Source: an optimization exercise on an open RTL-to-GDS flow (aim: small area, a short achievable clock period and few clock cycles). Production flows keep margins and buffers that such runs may drop.
In this exercise RTL edits were held to simulation tests only and were not proved equivalent to the original.
Power is estimated from default activity; no workload was simulated.

// Milestone_1
module Milestone_1 (
		input logic Clock_50,
		input logic Resetn,
		input logic M1_Start,
		input logic [15:0] SRAM_read_data,
		output logic M1_Finish,
		output logic [15:0] M1_write_data,
		output logic [17:0] M1_address,
		output logic M1_we_n
);
localparam logic [17:0] U_BASE   = 18'd38400;
localparam logic [17:0] V_BASE   = 18'd57600;
localparam logic [17:0] RGB_BASE = 18'd146944;
logic        running;
logic [1:0]  fin_cnt;      
logic        fin_wait;
logic [2:0]  ph;           
logic [7:0]  kk;
logic        lin;          
logic [3:0]  li;           
logic [15:0] ypt;          
logic [16:0] wpt;          
logic ph0, ph1, ph2, ph3, ph4;
assign ph0 = (ph == 3'd0);
assign ph1 = (ph == 3'd1);
assign ph2 = (ph == 3'd2);
assign ph3 = (ph == 3'd3);
assign ph4 = (ph == 3'd4);
logic pair, wait_lead;
assign pair      = (kk >= 8'd2);
assign wait_lead = (kk == 8'd0);
logic l0, l2, l3, l4, l5, l6, l7, l8, l9, l10, l11;
assign l0  = lin & (li == 4'd0);
assign l2  = lin & (li == 4'd2);
assign l3  = lin & (li == 4'd3);
assign l4  = lin & (li == 4'd4);
assign l5  = lin & (li == 4'd5);
assign l6  = lin & (li == 4'd6);
assign l7  = lin & (li == 4'd7);
assign l8  = lin & (li == 4'd8);
assign l9  = lin & (li == 4'd9);
assign l10 = lin & (li == 4'd10);
assign l11 = lin & (li == 4'd11);
logic clamp;
assign clamp = (kk >= 8'd158);
logic is_write;
assign is_write = running & pair & (ph0 | ph1 | ph3);
logic uv_rd_slot;
assign uv_rd_slot = ph2 & (kk != 8'd0) & (kk <= 8'd155);
logic rd_u, rd_v, rd_y;
assign rd_u = l0 | l5 | (uv_rd_slot & kk[0]);
assign rd_v = l2 | l7 | ((kk == 8'd1) & ph1) | (uv_rd_slot & ~kk[0]);
assign rd_y = l9 | (ph4 & (kk != 8'd0) & (kk <= 8'd159));
logic [1:0] uv_off;
assign uv_off = (l0 | l2) ? 2'd0 : (l5 | l7) ? 2'd1 : 2'd2;
logic [17:0] uv_addr;
assign uv_addr = {3'd0, ypt[15:1]} + {2'd0, rd_v ? 8'd225 : 8'd150, 6'd0, uv_off};    
logic row_end, frame_end;
assign row_end   = (kk == 8'd161) & ph4;
assign frame_end = (kk == 8'd161) & ph3 & (ypt == 16'd38400);
always_ff @(posedge Clock_50 or negedge Resetn) begin
	if (!Resetn) begin
		running   <= 1'b0;
		fin_wait  <= 1'b0;
		fin_cnt   <= 2'd0;
		M1_Finish <= 1'b0;
		M1_we_n   <= 1'b1;
		ph        <= 3'd0;
		kk        <= 8'd0;
		lin       <= 1'b0;
		li        <= 4'd0;
		ypt       <= 16'd0;
		wpt       <= RGB_BASE[16:0];
	end else begin
  ...
clock: 12.0 ns
lec_check: 0
cap_margin: 20
core_margin: 2
core_utilization: 40
place_density: 0.6
slew_margin: 20
standard.sh (not shown) runs the stock make flow with config.mk's settings and CLKGATE_MAP_FILE= SYNTH_SCRIPT=/design/flow/synth_recipe.tcl, a recipe that flattens the netlist after the stock synthesis.
==> flow/flow/run.sh <==
#!/bin/bash
# Standard layout with two changes to how it is made (the clock period and
# constraints stay the design's): timing repair aims for extra setup slack,
# and the port buffers are plain buffers (buf_2) rather than the resizer's
# default pick.
set -euo pipefail
MARGIN=${MARGIN:-8.25}
bash standard.sh SETUP_SLACK_MARGIN=$MARGIN "BUFFER_PORTS_ARGS=-buffer_cell sky130_fd_sc_hd__buf_2" finish > standard_flow.log 2>&1
The first run produced a clean layout.
Testbench counts at the start, summed over its fixed seeds: cycles 774,760.
Edit:
--- a/flow/flow/run.sh
+++ b/flow/flow/run.sh
@@ -6,3 +6,3 @@
 set -euo pipefail
-MARGIN=${MARGIN:-8.25}
+MARGIN=${MARGIN:-8}
 bash standard.sh SETUP_SLACK_MARGIN=$MARGIN "BUFFER_PORTS_ARGS=-buffer_cell sky130_fd_sc_hd__buf_2" finish > standard_flow.log 2>&1
=> Sequential share of layout area went up by 0.49 points; clock-buffer cell count went down by 6; cell count went down by 0.68%; power went down by 2.9%; hold slack improves by 7.9 ps; setup slack degrades by 190 ps; critical path depth went down by 2; synthesized cell count is unchanged; clock power is about the same.
Edit:
--- a/flow/flow/run.sh
+++ b/flow/flow/run.sh
@@ -6,3 +6,3 @@
 set -euo pipefail
-MARGIN=${MARGIN:-8}
+MARGIN=${MARGIN:-8.4}
 bash standard.sh SETUP_SLACK_MARGIN=$MARGIN "BUFFER_PORTS_ARGS=-buffer_cell sky130_fd_sc_hd__buf_2" finish > standard_flow.log 2>&1
Effect: Power increases by 5.9%; global-route usage increases by 0.65 points; worst setup slack improved by 180 ps; routed wire length increases by 3.6%; first-iteration DRC count decreases by 1.0%.

* * *

== maple ==
Milestone_1, a different RTL version from the one above (not shown whole).
For scale: roughly 2,400 cells after synthesis, about 390 flip-flops, about 55 I/O pins, about 25,000 um2 of cells after synthesis.
// Milestone_1
module Milestone_1 (
		input logic Clock_50,
		input logic Resetn,
		input logic M1_Start,
		input logic [15:0] SRAM_read_data,
		output logic M1_Finish,
		output logic [15:0] M1_write_data,
		output logic [17:0] M1_address,
		output logic M1_we_n
);
localparam logic [17:0] U_BASE   = 18'd38400;
localparam logic [17:0] V_BASE   = 18'd57600;
localparam logic [17:0] RGB_BASE = 18'd146944;
logic        running;
logic [1:0]  fin_cnt;      
logic        fin_wait;
logic [2:0]  ph;           
logic [7:0]  kk;
logic        lin;          
logic [3:0]  li;           
logic [15:0] ypt;          
logic [17:0] wpt;          
logic ph0, ph1, ph2, ph3, ph4;
assign ph0 = (ph == 3'd0);
assign ph1 = (ph == 3'd1);
assign ph2 = (ph == 3'd2);
assign ph3 = (ph == 3'd3);
assign ph4 = (ph == 3'd4);
logic pair, wait_lead;
assign pair      = (kk >= 8'd2);
assign wait_lead = (kk == 8'd0);
logic l0, l2, l3, l4, l5, l6, l7, l8, l9, l10, l11;
assign l0  = lin & (li == 4'd0);
assign l2  = lin & (li == 4'd2);
assign l3  = lin & (li == 4'd3);
assign l4  = lin & (li == 4'd4);
assign l5  = lin & (li == 4'd5);
assign l6  = lin & (li == 4'd6);
assign l7  = lin & (li == 4'd7);
assign l8  = lin & (li == 4'd8);
assign l9  = lin & (li == 4'd9);
assign l10 = lin & (li == 4'd10);
assign l11 = lin & (li == 4'd11);
logic clamp;
assign clamp = (kk >= 8'd158);
logic is_write;
assign is_write = running & pair & (ph0 | ph1 | ph3);
logic uv_rd_slot;
assign uv_rd_slot = ph2 & (kk != 8'd0) & (kk <= 8'd155);
logic rd_u, rd_v, rd_y;
assign rd_u = l0 | l5 | (uv_rd_slot & kk[0]);
assign rd_v = l2 | l7 | ((kk == 8'd1) & ph1) | (uv_rd_slot & ~kk[0]);
assign rd_y = l9 | (ph4 & (kk != 8'd0) & (kk <= 8'd159));
logic [1:0] uv_off;
assign uv_off = (l0 | l2) ? 2'd0 : (l5 | l7) ? 2'd1 : 2'd2;
logic [17:0] uv_addr;
  ...
clock: 12.0 ns
lec_check: 0
cap_margin: 20
core_margin: 2
core_utilization: 40
cts_buf_list: sky130_fd_sc_hd__clkbuf_8
cts_cluster_size: 30
place_density: 0.6
slew_margin: 20
==> flow/flow/run.sh <==
#!/bin/bash
# Standard layout with two changes to how it is made (the clock period and
# constraints stay the design's): timing repair aims for extra setup slack,
# and the port buffers are plain buffers (buf_2) rather than the resizer's
# default pick.
set -euo pipefail
MARGIN=${MARGIN:-8}
bash standard.sh SETUP_SLACK_MARGIN=$MARGIN "BUFFER_PORTS_ARGS=-buffer_cell sky130_fd_sc_hd__buf_2" finish > standard_flow.log 2>&1
Testbench counts of maple, summed over its fixed seeds: cycles 774,760.
Edits applied to the flow inputs when going from maple to harbor:
# maple
export LEC_CHECK = 0
export CAP_MARGIN = 20
export CORE_MARGIN = 2
export CORE_UTILIZATION = 40
export CTS_BUF_LIST = sky130_fd_sc_hd__clkbuf_8
export CTS_CLUSTER_SIZE = 30
export PLACE_DENSITY = 0.6
export SLEW_MARGIN = 20
create_clock -name core_clock -period 12.0 [get_ports {Clock_50}]
# harbor
export LEC_CHECK = 0
export CAP_MARGIN = 20
export CORE_MARGIN = 2
export CORE_UTILIZATION = 40
export PLACE_DENSITY = 0.6
export SLEW_MARGIN = 20
create_clock -name core_clock -period 12.0 [get_ports {Clock_50}]
diff --git a/flow/flow/run.sh b/flow/flow/run.sh
--- a/flow/flow/run.sh
+++ b/flow/flow/run.sh
@@ -5,4 +5,4 @@
 # default pick.
 set -euo pipefail
-MARGIN=${MARGIN:-8}
+MARGIN=${MARGIN:-8.5}
 bash standard.sh SETUP_SLACK_MARGIN=$MARGIN "BUFFER_PORTS_ARGS=-buffer_cell sky130_fd_sc_hd__buf_2" finish > standard_flow.log 2>&1
Findings:
On aggregate routed wire length, the higher figure sits with harbor, not maple. STATUS wire length of the first global-routing pass: harbor loses against maple. From maple to harbor, count of placed standard cells in the final layout, fillers left out did not move at all. Cmp maple and harbor / utilization after layout / higher: harbor. Diff maple -> harbor: worst setup slack after layout now sits higher, final area now sits higher. Diff maple -> harbor | highest attainable clock frequency | up by a few percent. Power density over cell area grows slightly when moving from maple to harbor. Compared with maple, in harbor met3 routing resource usage after global routing lost 0.92 points, minimum period implied by the final worst setup slack lost 140 ps.

[what the ideal ports hide]
The results above use ideal ports. As a check the final layouts listed here were re-extracted and re-timed, cells and wires unchanged. Step 1 sets driving cells, clkbuf_16 on the clock port and buf_2 on the other inputs (assumed; they add their load-dependent delay and slew). Step 2 also shifts input and output timing later by t, the mid clock arrival at the registers, as if the neighbouring blocks saw the same clock. Slacks: no drivers / after step 1 / after step 2; pairs: no drivers / after step 1.
run | shift t [ns] | setup slack, ns | worst setup path at the end | latest minus earliest clock arrival (ns) | worst register clock-pin slew, ns
the first run of note 1 | 0.636 | 8.307 / 8.307 / 8.249 | input to register | 0.022 / 0.022 | 0.06 / 0.06
the second run of note 1 | 0.619 | 8.121 / 8.121 / 8.121 | register to register | 0.033 / 0.033 | 0.06 / 0.06
the third run of note 1 | 0.639 | 8.299 / 8.299 / 8.237 | input to register | 0.042 / 0.043 | 0.07 / 0.07
maple | 0.704 | 8.038 / 8.038 / 8.038 | register to register | 0.049 / 0.049 | 0.07 / 0.07
harbor | 0.650 | 8.178 / 8.178 / 8.178 | register to register | 0.034 / 0.034 | 0.07 / 0.07
After both steps setup and hold are still met in every run listed. The setup slack of the third run of note 1, which loses most, moves by 0.000 ns with the drivers and by -0.062 ns with both steps.
